Context: an optimization exercise on an open-source flow, tuned for small area and few clock cycles per item. The choices shown serve that exercise and are no tape-out recipe.
Function was checked by simulation only, so behaviour that the tests miss may differ from the original.
Power is estimated from default activity; no workload was simulated.

== alpha ==
Design MAZE, start of the top module:
module MAZE(
    input clk,
    input rst_n,
    input in_valid,
    input [1:0] in,
    output reg out_valid,
    output reg [1:0] out
);
reg        walk;           
reg  [4:0] r, c;           
reg  [1:0] hd;             
reg        sw;             
reg  [1:0] ch [0:143];     
reg  [1:0] nd [0:8];       
wire load = in_valid & ~walk;
wire at_node = ~r[0] & ~c[0];
wire is_node = load & at_node;
wire push = load & (r[0] ^ c[0]);
wire last_in = load & (r == 5'd16) & (c == 5'd16);
function [1:0] fold_raw;
    input [1:0] e;
    input [1:0] n;
    begin
        case (e)
            2'd1: fold_raw = 2'b00;
            2'd2: fold_raw = 2'b11;
            2'd3: fold_raw = 2'b01;
            default: fold_raw = (n == 2'd2) ? 2'b11 : (n == 2'd3) ? 2'b01 : 2'b10;
        endcase
    end
endfunction
function [1:0] fold_st;
    input [1:0] x;
    input [1:0] n;
    begin
        fold_st = (x == 2'b10) ? ((n == 2'd2) ? 2'b11 : (n == 2'd3) ? 2'b01 : 2'b10) : x;
    end
endfunction
wire [1:0] push_val = fold_raw(in, c[0] ? nd[0] : nd[8]);
wire [1:0] H [0:8][0:9];    
wire [1:0] V [0:9][0:8];    
genvar gi, gj;
generate
    for (gi = 0; gi < 9; gi = gi + 1) begin : g_h
        assign H[gi][0] = 2'b00;
        assign H[gi][9] = 2'b00;
        for (gj = 0; gj < 8; gj = gj + 1) begin : g_hc
            assign H[gi][gj+1] = ch[143 - 17*gi - gj];
        end
    end
  ...
Settings: LEC_CHECK=0, ABC_AREA=1, CAP_MARGIN=20, CORE_MARGIN=2, CORE_UTILIZATION=80, CTS_BUF_LIST=sky130_fd_sc_hd__clkbuf_16, CTS_CLUSTER_DIAMETER=80, CTS_CLUSTER_SIZE=24, SLEW_MARGIN=20; clock period 15.0 ns.
run.sh (not shown) runs the stock make flow with config.mk's settings and CLKGATE_MAP_FILE= SYNTH_SCRIPT=/design/flow/synth_recipe.tcl, a recipe that flattens the netlist after the stock synthesis.
Testbench counts of alpha, summed over its fixed seeds: cycles 32,364, items 96.
#### Input delta (beta over alpha)
# alpha
export LEC_CHECK = 0
export ABC_AREA = 1
export CAP_MARGIN = 20
export CORE_MARGIN = 2
export CORE_UTILIZATION = 80
export CTS_BUF_LIST = sky130_fd_sc_hd__clkbuf_16
export CTS_CLUSTER_DIAMETER = 80
export CTS_CLUSTER_SIZE = 24
export SLEW_MARGIN = 20
create_clock -name core_clock -period 15.0 [get_ports {clk}]
# beta
export LEC_CHECK = 0
export ABC_AREA = 1
export CAP_MARGIN = 20
export CORE_MARGIN = 2
export CORE_UTILIZATION = 70
export CTS_BUF_LIST = sky130_fd_sc_hd__clkbuf_16
export CTS_CLUSTER_DIAMETER = 80
export CTS_CLUSTER_SIZE = 24
export SLEW_MARGIN = 20
create_clock -name core_clock -period 15.0 [get_ports {clk}]
==> comparison <==
Wire length of the first global-routing pass (lower): beta
Looking at alpha and beta, the data arrival time of the critical path is a wash.
Any difference in post-layout total power between beta and alpha is small enough to ignore.
From alpha to beta the numbers moved as follows: post-CTS clock slew at the launch and capture registers of the worst setup and hold paths saw little to no change, worst slack at placement saw an increase, maximum frequency saw a decrease, floorplan die area saw an increase.

---

The RTL this note starts from:
==> flow/design.v <==
module MAZE(
    input clk,
    input rst_n,
    input in_valid,
    input [1:0] in,
    output reg out_valid,
    output reg [1:0] out
);
reg        walk;           
reg  [4:0] r, c;           
reg  [1:0] hd;             
reg        sw;             
reg  [1:0] ch [0:143];     
reg  [1:0] nd [0:8];       
wire load = in_valid & ~walk;
wire at_node = ~r[0] & ~c[0];
wire is_node = load & at_node;
wire push = load & (r[0] ^ c[0]);
wire last_in = load & (r == 5'd16) & (c == 5'd16);
function [1:0] fold_raw;
    input [1:0] e;
    input [1:0] n;
    begin
        case (e)
            2'd1: fold_raw = 2'b00;
            2'd2: fold_raw = 2'b11;
            2'd3: fold_raw = 2'b01;
            default: fold_raw = (n == 2'd2) ? 2'b11 : (n == 2'd3) ? 2'b01 : 2'b10;
        endcase
    end
endfunction
function [1:0] fold_st;
    input [1:0] x;
    input [1:0] n;
    begin
        fold_st = (x == 2'b10) ? ((n == 2'd2) ? 2'b11 : (n == 2'd3) ? 2'b01 : 2'b10) : x;
    end
endfunction
wire [1:0] push_val = fold_raw(in, c[0] ? nd[0] : nd[8]);
wire [1:0] H [0:8][0:9];    
wire [1:0] V [0:9][0:8];    
genvar gi, gj;
generate
    for (gi = 0; gi < 9; gi = gi + 1) begin : g_h
        assign H[gi][0] = 2'b00;
        assign H[gi][9] = 2'b00;
        for (gj = 0; gj < 8; gj = gj + 1) begin : g_hc
            assign H[gi][gj+1] = ch[143 - 17*gi - gj];
        end
    end
    for (gj = 0; gj < 9; gj = gj + 1) begin : g_v
        assign V[0][gj] = 2'b00;
        assign V[9][gj] = 2'b00;
        for (gi = 0; gi < 8; gi = gi + 1) begin : g_vr
            assign V[gi+1][gj] = ch[135 - 17*gi - gj];
        end
    end
endgenerate
wire [8:0] rh, chh;         
wire [8:0] rowm, colm;      
generate
    for (gi = 0; gi < 9; gi = gi + 1) begin : g_dec
        assign rh[gi]  = (r[4:1] == gi);
        assign chh[gi] = (c[4:1] == gi);
    end
    for (gi = 0; gi < 9; gi = gi + 1) begin : g_m
        if (gi == 0) begin : g_m0
            assign rowm[gi] = ~walk | rh[0] | rh[1];
            assign colm[gi] = ~walk | chh[0] | chh[1];
        end else if (gi == 8) begin : g_m8
            assign rowm[gi] = ~walk | rh[7] | rh[8];
            assign colm[gi] = ~walk | chh[7] | chh[8];
        end else begin : g_mm
            assign rowm[gi] = ~walk | rh[gi-1] | rh[gi] | rh[gi+1];
            assign colm[gi] = ~walk | chh[gi-1] | chh[gi] | chh[gi+1];
        end
    end
endgenerate
wire dead [0:8][0:8];
generate
    for (gi = 0; gi < 9; gi = gi + 1) begin : g_dr
        for (gj = 0; gj < 9; gj = gj + 1) begin : g_dc
            if ((gi == 0 && gj == 0) || (gi == 8 && gj == 8)) begin : g_keep
                assign dead[gi][gj] = 1'b0;
            end else begin : g_fill
                wire [7:0] b = {H[gi][gj+1], V[gi+1][gj], H[gi][gj], V[gi][gj]};
                wire o0 = b[7] | b[6], o1 = b[5] | b[4], o2 = b[3] | b[2], o3 = b[1] | b[0];
                wire le1 = ~((o0 | o1) & (o2 | o3)) & ~(o0 & o1) & ~(o2 & o3);
                assign dead[gi][gj] = le1 & ~(rowm[gi] & colm[gj]);
            end
        end
    end
endgenerate
wire keep [0:143];
generate
    for (gi = 0; gi < 9; gi = gi + 1) begin : g_kh
        for (gj = 0; gj < 8; gj = gj + 1) begin : g_khc
            assign keep[143 - 17*gi - gj] = ~push & (~(dead[gi][gj] | dead[gi][gj+1]) | (&ch[143 - 17*gi - gj]));
        end
    end
    for (gi = 0; gi < 8; gi = gi + 1) begin : g_kv
        for (gj = 0; gj < 9; gj = gj + 1) begin : g_kvc
            assign keep[135 - 17*gi - gj] = ~push & (~(dead[gi][gj] | dead[gi+1][gj]) | (&ch[135 - 17*gi - gj]));
        end
    end
endgenerate
wire [1:0] ch_d [0:143];
wire tap0 = is_node & (c != 5'd0);
wire tap8 = is_node & (r != 5'd0);
generate
    for (gi = 0; gi < 144; gi = gi + 1) begin : g_cd
        if (gi == 0) begin : g_c0
            assign ch_d[gi] = push ? push_val : tap0 ? fold_st(ch[0], in) : ({2{keep[gi]}} & ch[gi]);
        end else if (gi == 8) begin : g_c8
            assign ch_d[gi] = push ? ch[gi-1] : tap8 ? fold_st(ch[8], in) : ({2{keep[gi]}} & ch[gi]);
        end else begin : g_cn
            assign ch_d[gi] = ({2{push}} & ch[gi-1]) | ({2{keep[gi]}} & ch[gi]);
        end
    end
endgenerate
integer k;
always @(posedge clk) begin
    for (k = 0; k < 144; k = k + 1) ch[k] <= ch_d[k];
end
always @(posedge clk) begin
    if (load & ~c[0]) begin
        nd[0] <= in;
        for (k = 1; k < 9; k = k + 1) nd[k] <= nd[k-1];
    end
end
reg [19:0] hrow;
reg [19:0] vcol;
integer a, b2;
always @(*) begin
    hrow = 20'd0;
    vcol = 20'd0;
    for (a = 0; a < 9; a = a + 1)
        for (b2 = 0; b2 < 10; b2 = b2 + 1) begin
            hrow[2*b2 +: 2] = hrow[2*b2 +: 2] | ({2{rh[a]}} & H[a][b2]);
            vcol[2*b2 +: 2] = vcol[2*b2 +: 2] | ({2{chh[a]}} & V[b2][a]);
        end
end
reg [1:0] eg0, eg1, eg2, eg3;
always @(*) begin
    eg0 = 2'd0; eg1 = 2'd0; eg2 = 2'd0; eg3 = 2'd0;
    for (a = 0; a < 9; a = a + 1) begin
        eg0 = eg0 | ({2{chh[a]}} & hrow[2*a+2 +: 2]);
        eg2 = eg2 | ({2{chh[a]}} & hrow[2*a +: 2]);
        eg1 = eg1 | ({2{rh[a]}} & vcol[2*a+2 +: 2]);
        eg3 = eg3 | ({2{rh[a]}} & vcol[2*a +: 2]);
    end
end
wire [1:0] eg [0:3];
assign eg[0] = eg0;
assign eg[1] = eg1;
assign eg[2] = eg2;
assign eg[3] = eg3;
wire [3:0] pass;
assign pass[0] = eg0[1] | (eg0[0] & sw);
assign pass[1] = eg1[1] | (eg1[0] & sw);
assign pass[2] = eg2[1] | (eg2[0] & sw);
assign pass[3] = eg3[1] | (eg3[0] & sw);
wire [1:0] hl = hd + 2'd3;
wire [1:0] hr = hd + 2'd1;
wire [1:0] hb = hd + 2'd2;
wire [1:0] dn = ~at_node ? hd :
                pass[hl] ? hl :
                pass[hd] ? hd :
                pass[hr] ? hr : hb;
wire got = at_node & (&eg[dn]);
wire [1:0] e00 = ch[143];
wire d0 = ~(e00[1] | (e00[0] & sw));    
wire at_end = (r == 5'd16) & (c == 5'd16);
always @(posedge clk or negedge rst_n) begin
    if (!rst_n) begin
        walk <= 1'b0;
        r <= 5'd0;
        c <= 5'd0;
        out_valid <= 1'b0;
        out <= 2'd0;
    end else if (walk) begin
        if (at_end) begin
            walk <= 1'b0;
            r <= 5'd0;
            c <= 5'd0;
            out_valid <= 1'b0;
            out <= 2'd0;
        end else begin
            out_valid <= 1'b1;
            out <= dn;
            case (dn)
                2'd0: c <= c + 5'd1;
                2'd1: r <= r + 5'd1;
                2'd2: c <= c - 5'd1;
                default: r <= r - 5'd1;
            endcase
        end
    end else if (load) begin
        if (last_in) begin
            walk <= 1'b1;
            out_valid <= 1'b1;
            out <= {1'b0, d0};
            r <= {4'd0, d0};
            c <= {4'd0, ~d0};
        end else if (c == 5'd16) begin
            c <= 5'd0;
            r <= r + 5'd1;
        end else begin
            c <= c + 5'd1;
        end
    end
end
always @(posedge clk) begin
    if (walk) begin
        hd <= dn;
        if (got) sw <= 1'b1;
    end else if (load) begin
        if (last_in) begin
            hd <= {1'b0, d0};
            if (d0 ? (&ch[135]) : (&ch[143])) sw <= 1'b1;
        end
        if ((r == 5'd0) & (c == 5'd0)) sw <= (in == 2'd2);
    end
end
endmodule
Settings: LEC_CHECK=0, ABC_AREA=1, CAP_MARGIN=20, CORE_MARGIN=2, CORE_UTILIZATION=40, CTS_BUF_LIST=sky130_fd_sc_hd__clkbuf_16, CTS_CLUSTER_DIAMETER=80, CTS_CLUSTER_SIZE=24, GPL_ROUTABILITY_DRIVEN=0, GPL_TIMING_DRIVEN=0, SLEW_MARGIN=20; clock period 15.0 ns.
The first run completed with no timing, DRC or antenna violations.
Testbench counts at the start, summed over its fixed seeds: cycles 32,364, items 96.
Then changed:
--- a/flow/config.mk
+++ b/flow/config.mk
@@ -11,7 +11,2 @@
 export CORE_UTILIZATION = 40
-export CTS_BUF_LIST = sky130_fd_sc_hd__clkbuf_16
-export CTS_CLUSTER_DIAMETER = 80
-export CTS_CLUSTER_SIZE = 24
-export GPL_ROUTABILITY_DRIVEN = 0
-export GPL_TIMING_DRIVEN = 0
 export SLEW_MARGIN = 20
Global-route usage falls by 2.5 points. Fmax falls by 5.6%. Wire length decreases by 9.1%. Count of clock-buffer cells in the layout rises by 37. Worst hold slack loses 0.0079 ns. Register-to-register slack gets worse by 0.15 ns. Sequential cell count stays the same. Sequential power came out higher by about 1%. Worst setup slack got worse by 0.30 ns. First-iteration DRC count decreases by 29%.
Then changed:
--- a/flow/config.mk
+++ b/flow/config.mk
@@ -10,3 +10,6 @@
 export CORE_MARGIN = 2
-export CORE_UTILIZATION = 40
+export CORE_UTILIZATION = 60
+export CTS_BUF_LIST = sky130_fd_sc_hd__clkbuf_16
+export CTS_CLUSTER_DIAMETER = 80
+export CTS_CLUSTER_SIZE = 24
 export SLEW_MARGIN = 20
Effect:
- The changed run completed with no timing, DRC or antenna violations
- clock-buffer cell count is lower by 39
- synthesized cell count is unchanged
- sequential cell count does not change
- cell area is lower by a few percent
- global-route usage is higher by 13 points
- hold slack is better by 0.016 ns
- die area is lower by a quarter to a third
- via count is higher slightly

---

Setup of job 101:
RTL: the design.v shown in full above, as it stands there.
export LEC_CHECK = 0
export CAP_MARGIN = 20
export CORE_MARGIN = 2
export CORE_UTILIZATION = 40
export SLEW_MARGIN = 20
create_clock -name core_clock -period 15.0 [get_ports {clk}]
Job 101: no failed stages, no open violations at the end
Testbench counts of job 101, summed over its fixed seeds: cycles 32,364, items 96.
> inputs changed (job 101 -> job 102)
Settings: setting ABC_AREA to 1 for the first time; setting CTS_BUF_LIST to sky130_fd_sc_hd__clkbuf_16 for the first time; setting CTS_CLUSTER_DIAMETER to 80 for the first time; setting CTS_CLUSTER_SIZE to 24 for the first time.
==> run summary <==
On length in cells of the worst reg-to-reg path: job 102 sits above job 101.
Run comparison: job 101 most common cell after layout, fill and taps aside sky130_fd_sc_hd__nor2_1; job 102 most common cell after layout, fill and taps aside sky130_fd_sc_hd__nand2_1
Compare job 101 and job 102 | register clock-pin slew on the reported worst setup and hold paths lower: job 101
Across both runs, total sequential power was higher for job 102 than for job 101.
In the flow results for job 101 and job 102, the worst path setup slack after routing is larger on job 102.
Looking only at fraction of power consumed by combinational cells, and setting everything else aside, the lower value of job 101 and job 102 goes to job 101.
Between job 101 and job 102, growth of design area from synthesis to finish is lower for job 102, job 101 comes in above that.
Compared to job 101, job 102 has fraction of standard cell area in multi-input logic 7.3 points lower.
Every run (job 101 and job 102) finished clean.
Changes observed in job 102 relative to job 101: synthesized instance count increased by 449 relative to the old numbers, post-route total power increased by about 20% relative to the old numbers.

---

Setup of run P:
MAZE, a different RTL version from the one above (not shown whole).
Size: roughly 320 flip-flops, ~8 I/O pins, about 18000 um2 of cells after synthesis.
clock: 15.0 ns
lec_check: 0
abc_area: 1
cap_margin: 20
core_margin: 2
core_utilization: 70
cts_buf_list: sky130_fd_sc_hd__clkbuf_16
cts_cluster_diameter: 80
cts_cluster_size: 28
slew_margin: 20
Testbench counts of run P, summed over its fixed seeds: cycles 32,408, items 96.
Changes in run E relative to run P:
Settings: swapping 28 for 24 in CTS_CLUSTER_SIZE.
## What came out
- Total number of vias across run P and run E: no real change.
- Compared run E against run P; total net switching power within noise.
- The worst setup margin number comes out higher for run E vs run P.
- Run E reports a higher number of fill cells in the layout than run P does.
- On wire length, run P and run E are neck and neck.
- On global-route usage, run P and run E are basically level.
- Any difference in sequential share of layout area between run P and run E is small enough to ignore.
- Changes observed in run E relative to run P: net count after synthesis stayed essentially flat, clock-pin slew of the registers on the worst-case setup and hold paths shows a reduction of 20 ps, cell area did not really move.
- Looking at run P and run E, the ratio of routed vias to standard cells is a wash.

afterwards: timing with drivers on the ports:
The results above use ideal ports. As a check the final layouts listed here were re-extracted and re-timed, cells and wires unchanged. Step 1 assumes that a clkbuf_16 drives the clock port and a buf_2 every other input. Step 2 moves the port delays by t, midway between the first and last clock arrival at a register: inputs arrive t later, outputs are due t later. That takes back most of the time a late clock gives input paths. a / b / c = ideal / step 1 / step 2; a / b = the first two.
| run | t (ns) | slack for setup (ns) | worst setup path at the end | latest minus earliest clock arrival (ns) | worst slew at a driven data input, ns |
|---|---|---|---|---|---|
| alpha | 0.585 | 9.509 / 9.540 / 8.956 | input to register | 0.030 / 0.031 | 0.03 |
| beta | 0.577 | 9.424 / 9.450 / 8.873 | input to register | 0.025 / 0.025 | 0.03 |
| the first run of note 2 | 0.613 | 9.967 / 9.997 / 9.383 | input to register | 0.033 / 0.033 | 0.03 |
| the second run of note 2 | 0.613 | 9.668 / 9.705 / 9.092 | input to register | 0.018 / 0.018 | 0.03 |
| the third run of note 2 | 0.593 | 8.579 / 8.614 / 8.021 | input to register | 0.020 / 0.020 | 0.03 |
| job 101 | 0.610 | 8.431 / 8.466 / 7.856 | input to register | 0.020 / 0.020 | 0.03 |
| job 102 | 0.627 | 9.674 / 9.708 / 9.081 | input to register | 0.026 / 0.026 | 0.03 |
| run P | 0.585 | 8.497 / 8.515 / 7.930 | input to register | 0.044 / 0.044 | 0.04 |
| run E | 0.582 | 8.602 / 8.617 / 8.035 | input to register | 0.024 / 0.024 | 0.04 |
After both steps setup and hold are still met in every run listed. The setup slack of job 102, which loses most, moves by +0.034 ns with the drivers and by -0.593 ns with both steps.
